This is an optimization exercise on Yosys and OpenROAD, whose aim is small area, not a production implementation.
In this exercise RTL edits were held to simulation tests only and were not proved equivalent to the original.

== PW ==
Design Post_top, start of the top module:
module Post_top #(
  parameter INT_BITS  = 4,
  parameter POX       = 4,
  parameter POY       = 4,
  parameter CHANNEL_N = 2
) (
  input                             clk              ,
  input                             rst              ,
  input  [CHANNEL_N*POY*POX*16-1:0] mac_to_serializer,
  input                             mac_output_valid ,
  input  [         $clog2(POY)-1:0] mac_valid_number ,
  input  [                    15:0] K                ,
  input  [                    15:0] B                ,
  input  [              POX*16-1:0] bias             ,
  output [              POX*16-1:0] relu_out         ,
  output                            relu_out_valid   ,
  output [              POX*16-1:0] post_out         ,
  output                            post_out_valid   ,
  output [            POX/2*16-1:0] pooling_out      ,
  output                            pooling_out_valid
);
  reg  [447:0] chain;
  reg          active;
  reg  [  2:0] cnt;        
  reg  [  1:0] rm1;        
  wire [447:0] chain_n = {64'd0, {64{1'b1}}, 64'd0, {64{1'b1}}, 64'd0, {64{1'b1}}, 64'd0};
  always @(posedge clk) begin
  ...
==> module Post_top, before the edit <==
module Post_top #(
  parameter INT_BITS  = 4,
  parameter POX       = 4,
  parameter POY       = 4,
  parameter CHANNEL_N = 2
) (
  input                             clk              ,
  input                             rst              ,
  input  [CHANNEL_N*POY*POX*16-1:0] mac_to_serializer,
  input                             mac_output_valid ,
  input  [         $clog2(POY)-1:0] mac_valid_number ,
  input  [                    15:0] K                ,
  input  [                    15:0] B                ,
  input  [              POX*16-1:0] bias             ,
  output [              POX*16-1:0] relu_out         ,
  output                            relu_out_valid   ,
  output [              POX*16-1:0] post_out         ,
  output                            post_out_valid   ,
  output [            POX/2*16-1:0] pooling_out      ,
  output                            pooling_out_valid
);
  reg  [447:0] chain;
  reg          active;
  reg  [  2:0] cnt;        
  reg  [  1:0] rm1;        
  wire [447:0] chain_n = {64'd0, {64{1'b1}}, 64'd0, {64{1'b1}}, 64'd0, {64{1'b1}}, 64'd0};
  always @(posedge clk) begin
    if (mac_output_valid) chain[383:0] <= mac_to_serializer[447:64] ^ chain_n[383:0];
    else                  chain[383:0] <= chain[447:64] ^ chain_n[447:64] ^ chain_n[383:0];
    chain[447:384] <= mac_to_serializer[511:448];
  end
  always @(posedge clk or posedge rst) begin
    if (rst) begin
      active <= 1'b0;
      cnt    <= 3'd0;
      rm1    <= 2'd0;
    end
    else if (mac_output_valid) begin
      active <= 1'b1;
      cnt    <= 3'd1;
      rm1    <= mac_valid_number - 1'b1;
    end
    else if (active) begin
      cnt <= cnt + 1'b1;
      if (cnt == {rm1, 1'b1}) active <= 1'b0;
    end
  end
  wire [ 1:0] slot = (cnt > {1'b0, rm1}) ? ~rm1 : 2'd0;
  reg  [63:0] chain_row;
  always @(*) begin
    case (slot)
      2'd0:    chain_row =  chain[ 63:  0];
      2'd1:    chain_row = ~chain[127: 64];
      2'd2:    chain_row =  chain[191:128];
      default: chain_row = ~chain[255:192];
    endcase
  end
  wire [63:0] row    = mac_output_valid ? mac_to_serializer[63:0] : chain_row;
  wire        row_ok = mac_output_valid | active;
  reg  [59:0] relu_r;
  reg         v1, v2;
  genvar x, i;
  generate
    for (x = 0; x < POX; x = x + 1) begin : g_relu
      wire [15:0] a = row[16*x +: 16];
      wire [15:0] b = bias[16*x +: 16];
      wire [15:0] h = a ^ b;
      wire [16:0] c;
      assign c[0] = 1'b0;
      for (i = 0; i < 16; i = i + 1) begin : g_c
        assign c[i+1] = (a[i] & b[i]) | (h[i] & c[i]);
      end
      wire [15:0] s = h ^ c[15:0];
      always @(posedge clk) relu_r[15*x +: 15] <= s[15] ? 15'd0 : s[14:0];
      assign relu_out[16*x +: 16] = {1'b0, relu_r[15*x +: 15]};
    end
  endgenerate
  always @(posedge clk or posedge rst) begin
    if (rst) begin
      v1 <= 1'b0;
      v2 <= 1'b0;
    end
    else begin
      v1 <= row_ok;
      v2 <= v1;
    end
  end
  assign relu_out_valid = v1;
  wire [16:0] kx = {K, 1'b0};
  reg  [ 7:0] one, two, neg;
  always @(posedge clk) begin : p_booth
    integer j;
    for (j = 0; j < 8; j = j + 1) begin
      one[j] <= kx[2*j+1] ^ kx[2*j];
      two[j] <= (kx[2*j+2] & ~kx[2*j+1] & ~kx[2*j]) | (~kx[2*j+2] & kx[2*j+1] & kx[2*j]);
      neg[j] <= kx[2*j+2];
    end
  end
  reg [63:0] q_r;
  generate
    for (x = 0; x < POX; x = x + 1) begin : g_mul
      wire [15:0] q;
      BnMul U_BnMul (
        .r  (relu_r[15*x +: 15]),
        .one(one               ),
        .two(two               ),
        .neg(neg               ),
        .q  (q                 )
      );
      always @(posedge clk) q_r[16*x +: 16] <= q;
    end
  endgenerate
  generate
    for (x = 0; x < POX; x = x + 1) begin : g_bn
      wire [15:0] a = q_r[16*x +: 16];
      wire [15:0] h = a ^ B;
      wire [16:0] c;
      assign c[0] = 1'b0;
      for (i = 0; i < 16; i = i + 1) begin : g_c
        assign c[i+1] = (a[i] & B[i]) | (h[i] & c[i]);
      end
      assign post_out[16*x +: 16] = h ^ c[15:0];
    end
  endgenerate
  assign post_out_valid = v2;
  reg        second;
  reg [31:0] pool_r;
  reg        pool_valid;
  generate
    for (x = 0; x < POX/2; x = x + 1) begin : g_pool
      wire [15:0] a = post_out[32*x +: 16];
      wire [15:0] b = post_out[32*x+16 +: 16];
      wire [15:0] m = pool_r[16*x +: 16];
      wire [16:0] ab, ma, mb;
      assign ab[0] = 1'b0;
      assign ma[0] = 1'b0;
      assign mb[0] = 1'b0;
      for (i = 0; i < 16; i = i + 1) begin : g_cmp
        if (i < 15) begin : g_lo
          assign ab[i+1] = (a[i] & ~b[i]) | (a[i] & ab[i]) | (~b[i] & ab[i]);
          assign ma[i+1] = (m[i] & ~a[i]) | (m[i] & ma[i]) | (~a[i] & ma[i]);
          assign mb[i+1] = (m[i] & ~b[i]) | (m[i] & mb[i]) | (~b[i] & mb[i]);
        end
        else begin : g_hi
          assign ab[i+1] = (~a[i] & b[i]) | (~a[i] & ab[i]) | (b[i] & ab[i]);
          assign ma[i+1] = (~m[i] & a[i]) | (~m[i] & ma[i]) | (a[i] & ma[i]);
          assign mb[i+1] = (~m[i] & b[i]) | (~m[i] & mb[i]) | (b[i] & mb[i]);
        end
      end
      wire [15:0] ab_max = ab[16] ? a : b;
      always @(posedge clk)
        pool_r[16*x +: 16] <= (second & ma[16] & mb[16]) ? m : ab_max;
    end
  endgenerate
  always @(posedge clk or posedge rst) begin
    if (rst) begin
      second     <= 1'b0;
      pool_valid <= 1'b0;
    end
    else begin
      if (v2) second <= ~second;
      pool_valid <= v2 & second;
    end
  end
  assign pooling_out       = pool_r;
  assign pooling_out_valid = pool_valid;
endmodule
export LEC_CHECK = 0
export ABC_AREA = 1
export CAP_MARGIN = 20
export CORE_MARGIN = 2
export CORE_UTILIZATION = 50
export GPL_TIMING_DRIVEN = 0
export SLEW_MARGIN = 20
create_clock -name core_clock -period 12.0 [get_ports {clk}]
standard.sh (not shown) runs the stock make flow with config.mk's settings and CLKGATE_MAP_FILE= SYNTH_SCRIPT=/design/flow/synth_recipe.tcl, a recipe that flattens the netlist after the stock synthesis.
==> flow/flow/run.sh <==
#!/bin/bash
# The standard layout with these changes:
#  - synthesis maps with an area-oriented ABC script (flow/abc_area.script)
#    and skips the generic pre-mapping ABC pass (synth -noabc); the
#    registers, their names and cell types are those of the standard
#    synthesis;
#  - the port buffers are the smallest buffer (buf_1) rather than the one
#    buffer_ports picks by default;
#  - CTS uses clkbuf_8 for larger sink clusters and no dummy loads.
# make's output goes to a log per call here; ORFS's step logs are under orfs/logs/.
set -euo pipefail
rm -rf scripts_local
cp -r "$FLOW_HOME/scripts" scripts_local
cp flow/abc_area.script scripts_local/abc_area.script
bash standard.sh "SCRIPTS_DIR=$PWD/scripts_local" "SYNTH_ARGS=-noabc" synth > make_synth.log 2>&1
bash standard.sh "BUFFER_PORTS_ARGS=-buffer_cell sky130_fd_sc_hd__buf_1" \
  "CTS_ARGS=-sink_clustering_enable -repair_clock_nets -buf_list sky130_fd_sc_hd__clkbuf_8 -sink_clustering_size 16 -sink_clustering_max_diameter 60 -dont_use_dummy_load" \
  finish > make_finish.log 2>&1
==> flow/flow/abc_area.script <==
strash
dc2
dch -f
amap
topo
For AL, these inputs were changed with respect to PW:
--- a/flow/design.v
+++ b/flow/design.v
@@ -615,12 +615,11 @@
   reg  [447:0] chain;
   reg          active;
   reg  [  2:0] cnt;        
   reg  [  1:0] rm1;        
-  wire [447:0] chain_n = {64'd0, {64{1'b1}}, 64'd0, {64{1'b1}}, 64'd0, {64{1'b1}}, 64'd0};
   always @(posedge clk) begin
-    if (mac_output_valid) chain[383:0] <= mac_to_serializer[447:64] ^ chain_n[383:0];
-    else                  chain[383:0] <= chain[447:64] ^ chain_n[447:64] ^ chain_n[383:0];
+    if (mac_output_valid) chain[383:0] <= mac_to_serializer[447:64];
+    else                  chain[383:0] <= chain[447:64];
     chain[447:384] <= mac_to_serializer[511:448];
   end
   always @(posedge clk or posedge rst) begin
     if (rst) begin
@@ -641,12 +640,12 @@
   wire [ 1:0] slot = (cnt > {1'b0, rm1}) ? ~rm1 : 2'd0;
   reg  [63:0] chain_row;
   always @(*) begin
     case (slot)
-      2'd0:    chain_row =  chain[ 63:  0];
-      2'd1:    chain_row = ~chain[127: 64];
-      2'd2:    chain_row =  chain[191:128];
-      default: chain_row = ~chain[255:192];
+      2'd0:    chain_row = chain[ 63:  0];
+      2'd1:    chain_row = chain[127: 64];
+      2'd2:    chain_row = chain[191:128];
+      default: chain_row = chain[255:192];
     endcase
   end
   wire [63:0] row    = mac_output_valid ? mac_to_serializer[63:0] : chain_row;
   wire        row_ok = mac_output_valid | active;
## What came out
Core util | AL vs PW | AL lower. PW was smaller in final cell area than AL. In the tables for PW and AL, actual slew at the worst max-slew pin reads higher with AL. Summary of AL over PW: area after synthesis moved up; count of multi-input combinational gates moved down. The lower total number of tap cells came out of PW. Against PW, AL reports a worst hold slack that is higher. Compared with PW, in AL minimum clock period increased 33 ps, total length of routed met2 wires now sits lower, non-clock buffer count now sits at about the same level. Changes observed in AL relative to PW: setup slack shows a reduction of 33 ps; met1 layer usage reported by global route shows an increase of 1.8 points.

[re-timing with driven ports]
The results above use ideal ports. As a check the final layouts listed here were re-extracted and re-timed, cells and wires unchanged.
Step 1 (the two cells are an assumption about what drives the block):
set clk [get_ports {clk}]
set_driving_cell -lib_cell sky130_fd_sc_hd__clkbuf_16 $clk
set_driving_cell -lib_cell sky130_fd_sc_hd__buf_2 [delete_from_list [all_inputs] $clk]
Step 2 times the ports against the registers' clock, not the clock port: input delays grow and output delays shrink by t, the midpoint of the rising clock arrivals with the driver on.
a / b / c = ideal / step 1 / step 2; a / b = the first two.
| run | shift t [ns] | setup slack, ns | hold WS [ns] | worst slew at a driven data input, ns |
|---|---|---|---|---|
| PW | 0.795 | 0.316 / 0.293 / 0.179 | 0.357 / 0.357 / 0.357 | 0.18 |
| AL | 0.805 | 0.283 / 0.252 / 0.252 | 0.394 / 0.394 / 0.394 | 0.24 |
After both steps every run listed still meets setup and hold. The setup slack of PW, which loses most, moves by -0.023 ns with the drivers and by -0.137 ns with both steps.
